What follows belongs to an exercise in optimizing a design on an open flow for small area, a short achievable clock period and few clock cycles per item; a production flow would make more cautious choices. The RTL was checked by simulation tests, not by an equivalence proof against the original design. No activity file was given, so power comes from the tool's default toggle rates.

==> flow/design.v <==
`timescale 1ns/1ps
module ddr2_test
	(
	input  wire          clk,
	input  wire          reset,
	input  wire          writes_en,
	input  wire          reads_en,
	input  wire          calib_done, 
	output reg           ib_re,
	input  wire [31:0]   ib_data,
	input  wire [7:0]    ib_count,  
	input  wire          ib_valid,
	input  wire          ib_empty,
	output reg           ob_we,
	output reg  [31:0]   ob_data,
	input  wire [9:0]    ob_count,
	output reg           p0_rd_en_o, 
	input  wire          p0_rd_empty,
	input  wire [31:0]   p0_rd_data,
	input  wire          p0_cmd_full,
	output reg           p0_cmd_en,
	output reg  [2:0]    p0_cmd_instr,
	output reg  [29:0]   p0_cmd_byte_addr,
	output wire [5:0]    p0_cmd_bl_o, 
	input  wire          p0_wr_full,
	output reg           p0_wr_en,
	output reg  [31:0]   p0_wr_data,
	output wire [3:0]    p0_wr_mask,
	output reg [26:0]		MEMORY_COUNT  
	);
localparam FIFO_SIZE      = 1024;
localparam BURST_LEN      = 10;   
wire        rd_fifo_afull;
reg  [29:0] cmd_byte_addr_wr, cmd_byte_addr_rd;
reg  [5:0]  burst_cnt;
reg         write_mode;
reg         read_mode;
reg         reset_d;
assign p0_cmd_bl_o = BURST_LEN - 1;
assign p0_wr_mask = 4'b0000;
always @(posedge clk) write_mode <= writes_en;
always @(posedge clk) read_mode <= reads_en;
always @(posedge clk) reset_d <= reset;
integer state;
localparam s_idle  = 0,
           s_write1 = 10,
           s_write2 = 11,
           s_write3 = 12,
           s_read1 = 20,
           s_read2 = 21,
           s_read3 = 22,
           s_read4 = 23,
			  s_writecmd0 = 30,
			  s_writecmd1 = 31,
			  s_readcmd0 = 40,
			  s_readcmd1 = 41;
always @(posedge clk) begin
	if (reset_d) begin
		state           	<= s_idle;
		burst_cnt       	<= BURST_LEN;
		cmd_byte_addr_wr  <= 0;
		cmd_byte_addr_rd  <= 0;
		p0_cmd_instr 		<= 3'b0;
		p0_cmd_byte_addr 	<= 30'b0;
		MEMORY_COUNT		<= 0;
		p0_cmd_instr 	<= 3'd0;
		p0_cmd_en 		<= 1'b0;
		p0_wr_en 		<= 1'b0;
		p0_rd_en_o 		<= 1'b0;
		ib_re 			<= 1'b0;
		ob_we 			<= 1'b0;
	end else begin
		case (state)
			s_idle: begin
				p0_cmd_en 	<= 1'b0;  
				p0_wr_en 	<= 1'b0;	
				p0_rd_en_o 	<= 1'b0;
				ib_re 		<= 1'b0;
				ob_we 		<= 1'b0;
				burst_cnt <= BURST_LEN;
				if ((p0_cmd_full == 1'b0) && (p0_cmd_en == 1'b0) && calib_done==1 && write_mode==1 && (ib_count >= BURST_LEN) && (MEMORY_COUNT<(27'd0-4*BURST_LEN))) begin
					state <= s_write1;
				end else if ((p0_cmd_full == 1'b0) && (p0_cmd_en == 1'b0) && calib_done==1 && read_mode==1 && (ob_count<(FIFO_SIZE-1-4*BURST_LEN) ) && (MEMORY_COUNT>4*BURST_LEN)) begin
					state <= s_readcmd0;
				end
			end
			s_write1: begin
				p0_wr_en <= 1'b0;					  
				ib_re <= 1'b1;
				state <= s_write2;
			end
			s_write2: begin
				ib_re <= 1'b0;
				if(ib_valid==1) begin
					p0_wr_data <= ib_data;
					burst_cnt <= burst_cnt - 1;
					state <= s_write3;
				end
			end
			s_write3: begin
				if (p0_wr_full == 1'b0) begin
					p0_wr_en   <= 1'b1;
					if (burst_cnt == 6'd0) begin
						state <= s_writecmd0;
						MEMORY_COUNT	  <= MEMORY_COUNT+4*BURST_LEN;
					end else begin
						state 			  <= s_write1;
					end
				end
			end
			s_writecmd0: begin
				p0_wr_en    	  <= 1'b0;
				p0_cmd_byte_addr <= cmd_byte_addr_wr;
				cmd_byte_addr_wr <= cmd_byte_addr_wr + 4*BURST_LEN;  
				p0_cmd_instr     <= 3'b000;
				state 			  <= s_writecmd1;
			end
			s_writecmd1: begin
				p0_cmd_en <= 1'b1;				 
				state <= s_idle;					 
			end
			s_readcmd0: begin
				p0_cmd_instr <= 3'b001;						 	 
				p0_cmd_byte_addr <= cmd_byte_addr_rd; 	 
				state <= s_readcmd1;	
			end
			s_readcmd1: begin
				p0_cmd_en <= 1'b1;					 
				state <= s_read1;	
			end
			s_read1: begin
				p0_cmd_en <= 1'b0;				  
				if (p0_rd_empty==0) begin 		  
					p0_rd_en_o  <= 1'b1;			  
					state <= s_read2;
				end
			end
			s_read2: begin
				ob_data <= p0_rd_data;		 
				p0_rd_en_o  <= 1'b0;					 	 
				state <= s_read3;
			end
			s_read3: begin
				ob_we 		  <= 1'b1;		 
				burst_cnt <= burst_cnt - 1;		 
				state <= s_read4;
			end
			s_read4: begin
				ob_we <= 1'b0;								 
				if ((burst_cnt == 6'd0)) begin 	 
					MEMORY_COUNT <= MEMORY_COUNT - 4*BURST_LEN; 			 
					cmd_byte_addr_rd	<= cmd_byte_addr_rd + 4*BURST_LEN;  
					state <= s_idle;
				end else begin
					state <= s_read1;
				end
			end
		endcase
	end
end
endmodule
==> flow/run.sh <==
#!/bin/bash
# synth_recipe.tcl (not shown) runs the flow's synth.tcl, then flattens the netlist and writes it again
# the make line also repeats each setting of config.mk as NAME=value (left out here)
make -C /OpenROAD-flow-scripts/flow DESIGN_CONFIG=/design/flow/config.mk WORK_HOME=/design/flow/orfs CLKGATE_MAP_FILE= SYNTH_SCRIPT=/design/flow/synth_recipe.tcl finish
==> flow/config.mk <==
export PLATFORM = sky130hd
export DESIGN_NAME = ddr2_test
export DESIGN_NICKNAME = ddr2_test
export VERILOG_FILES = /design/flow/design.v
export SDC_FILE = /design/flow/constraint.sdc
export NUM_CORES = 4
export LEC_CHECK = 0
export CAP_MARGIN = 20
export CORE_MARGIN = 2
export CORE_UTILIZATION = 40
export PLACE_DENSITY = 0.6
export SLEW_MARGIN = 20
==> flow/constraint.sdc <==
create_clock -name core_clock -period 3.0 [get_ports {clk}]
set_input_delay 0.6000 -clock core_clock [delete_from_list [all_inputs] [get_ports {clk}]]
set_output_delay 0.6000 -clock core_clock [all_outputs]
set_load 0.01 [all_outputs]
==> impl_metrics.csv <==
group,metric,value,unit
status,status,"finished clean",
die,boundaryPins,231,
die,initial_utilization,0.408,
sta,period_minus_slack,2600,ps
critical_path,critPathKind,"reg2reg",
die,die_h,148,um
logic_synthesis,synthArstFlopShare,0,
cts,cts.path.max_buffers,2,
pwr,ir_worst_vdd,396,uV
critical_path,worstPathRequired,3360,ps
finish,n_fill_cell,1859,
sta,setup_slack,400,ps
sta,max_freq,385,MHz
pwr,power.leakage,3.68,nW
critical_path,startpoint_type,"register",
sta,setup_viol,0,
cts,cts_max_level,4,
cts,postCtsSetupBuffers,0,
die,row_count,52,
global_routing,antenna_found_initial,0,
global_routing,grt_pass1_vias,6376,
finish,antennaDiodeCount,0,
logic_synthesis,synth_top_flop_cell,"dfxtp_1",
critical_path,critPathCaptureType,"register",
placement,dp_slack,350,ps
finish,drive_gt1_frac,0.0796,
critical_path,cp_max_fo,8,
sta,fin_crit_sh,0.867,
die,core_area,20200,um^2
placement,routabilityCongestion,0.893,
pwr,power.density_cell_area,496,nW/um^2
logic_synthesis,yosys.area_share.simple,0.218,
min_path,hold_path_class,"reg2reg",
die,die_width,148,um
global_routing,grt_pass1_wl,33800,um
sta,worst_pin_slew,620,ps
cts,cts_sinks,190,
logic_synthesis,synth_compound_area_frac,0.118,
cts,cts_hold_buf,0,
drt,drtPass1Iterations,5,
logic_synthesis,yosys_warnings,1,
pwr,p_total,5.59,mW
placement,port_buffers,210,
logic_synthesis,netlist_instances,847,
sta,tns,0,ps
cts,clock_latency,430,ps
logic_synthesis,ys_seq_elements,190,
logic_synthesis,synth_top_family_by_area,"simple AND/OR/NAND/NOR gates",
cts,cts_inserted_buffers,17,
drt,drtIter0Drc,390,
drt,wl,21700,um
logic_synthesis,yosysUniqueCellTypes,64,
drt,postRouteAntennaNets,0,
finish,regArea,4450,um^2
sta,final-hold-violation-count,0,
cts,cts_tree,"yes",
drt,num_vias,6921,
logic_synthesis,synth_seq_area_share,0.538,
cts,cts-root-buf,"clkbuf_16",
cts,clk_pin_slew,70,ps
drt,drcViolationCount,0,
drt,avgViaCountPerCell,5.17,
sta,rsz0062_at_grt,"no",
placement,hpwl,15600,um
logic_synthesis,synth_xor_area_frac,0.0668,
sta,holdWs,455,ps
drt,routedWlPerCell,16.2,um
critical_path,arrival,2960,ps
finish,final_common_cell,"clkdlybuf4s50_1",
global_routing,track_usage,0.194,
global_routing,grt_overflow,0,
logic_synthesis,netlist_area,8250,um^2
finish,multiInputGateArea,3540,um^2
logic_synthesis,syn_area_per_cell,9.75,um^2
run,drv_cap,0,
global_routing,grt_max_degree,52,
finish,layout.nets,1153,
sta,max_slew_margin,0.583,
finish,mostFrequentLayoutCells,"210 x clkdlybuf4s50_1, 125 x dfxtp_1, 107 x nor2_1, 66 x a21oi_1, 64 x edfxtp_1",
finish,areaGrowthSynthToFinish,36.6,%
sta,finalClockSkew,14.3,ps
die,fp.dieArea,21800,um^2
cts,post_cts_resized,0,
logic_synthesis,synth-adder-area-share,0.00910,
sta,final_max_slew_viol_count,0,
logic_synthesis,synthMuxAreaShare,0.00500,
logic_synthesis,synth-edff-count,64,
[cells by family (layout without fill, tap and decap cells)]
kind of cell | count (synthesis) | count (layout)
simple gates | 353 | 353
flops | 190 | 190
compound gates | 155 | 155
buf+inv | 74 | 279
xor+xnor | 63 | 63
fa+ha+maj | 6 | 6
mux | 4 | 4
other cells | 2 | 18
[where the power goes]
part	switching, mW	total (mW)	leakage, nW	internal [mW]
combinational	0.296	0.570	1.80	0.275
clock	1.04	2.27	0.294	1.23
sequential	0.0657	2.75	1.59	2.68
[registers in the layout, summed over array words and instances (netlist names)]
name	count
p0_wr_data	32
state	6
cmd_byte_addr_rd	27
MEMORY_COUNT	24
ib_re	1
p0_cmd_instr	1
p0_wr_en	1
p0_cmd_en	1
reset_d	1
ob_we	1
read_mode	1
p0_cmd_byte_addr	27
burst_cnt	6
p0_rd_en_o	1
write_mode	1
ob_data	32
cmd_byte_addr_wr	27
[critical path: stages (launching register included)]
cell and delay (ps):
dfxtp_1 510, or3b_1 450, or2_1 380, nor3_2 360, nand4_1 300, or3_1 380, a21oi_1 140
[synthesized netlist by cell type, types with 5 or more instances]
| cell | n | area share |
|---|---|---|
| nor4_1 | 12 | 0.0091 |
| o21ai_0 | 22 | 0.013 |
| and3_1 | 7 | 0.0053 |
| nor3_2 | 5 | 0.0061 |
| a211oi_1 | 8 | 0.0073 |
| buf_4 | 18 | 0.016 |
| nand3_1 | 32 | 0.019 |
| buf_2 | 5 | 0.0030 |
| nand2b_1 | 10 | 0.0076 |
| nor2_1 | 109 | 0.050 |
| xor2_1 | 25 | 0.027 |
| nor2b_1 | 5 | 0.0038 |
| a21oi_1 | 66 | 0.040 |
| xnor2_1 | 38 | 0.040 |
| or4_1 | 5 | 0.0045 |
| inv_1 | 12 | 0.0055 |
| ha_1 | 6 | 0.0091 |
| dfxtp_1 | 126 | 0.31 |
| or3_1 | 25 | 0.019 |
| clkbuf_1 | 38 | 0.017 |
| nand3b_1 | 5 | 0.0045 |
| edfxtp_1 | 64 | 0.23 |
| a31oi_1 | 5 | 0.0038 |
| nand2_1 | 62 | 0.028 |
| nor3_1 | 27 | 0.016 |
| nand4_1 | 22 | 0.017 |
| a22oi_1 | 27 | 0.025 |
[final timing paths]
kind,endpoint,slack (ps),from,depth (start not counted)
worst max-delay path,cmd_byte_addr_wr[26],400,state[3],6
worst min-delay path,p0_cmd_byte_addr[11],450,p0_cmd_byte_addr[11],2
worst max register to register,cmd_byte_addr_wr[26],400,state[3],6
worst min register to register,p0_cmd_byte_addr[11],450,p0_cmd_byte_addr[11],2
[layout make-up]
type,count,share of cell area
tap,270,0.0300
multi-input combinational,599,0.314
inverter,12,0.00400
timing repair buffer,235,0.204
clock inverter,13,0.0132
sequential,190,0.395
clock buffer,19,0.0402
[routing by layer]
metal,track usage,routed length (um)
met1,0.260,9990
met2,0.306,9820
met3,0.0528,1500
met4,0.0630,384
met5,0,0
[through the flow]
stage               instances   util  cell area, um^2
floorplan                 863      -             8320
global placement         1306  0.527            10700
detailed placement       1306  0.527            10700
CTS                      1338  0.557            11300
global route             1338  0.557            11300
finish                   1338  0.557            11300
Testbench counts, summed over its fixed seeds: cycles 38,358, words 3,900.

[afterwards: timing with drivers on the ports]
How much do the figures lean on ideal ports? The routed layout below was timed once more, with nothing changed but the port constraints.
Step 1, drivers: a clkbuf_16 drives clk and a buf_2 each remaining input, both assumed.
Step 2 adds t to the input delays and takes it off the output delays; t is the mean of the earliest and latest rising clock arrival at the registers after step 1. Input paths then give back, and output paths get back, about the clock's delay inside the block.
Slacks: ideal ports / drivers / drivers and shift; pairs: ideal ports / drivers.
t (ns): 0.465
slack for setup (ns): 0.400 / 0.400 / 0.304
hold slack, ns: 0.455 / 0.455 / 0.455
After both steps setup and hold are still met in this run. For this run, drivers alone change the setup slack by 0.000 ns; drivers and shift together by -0.096 ns.
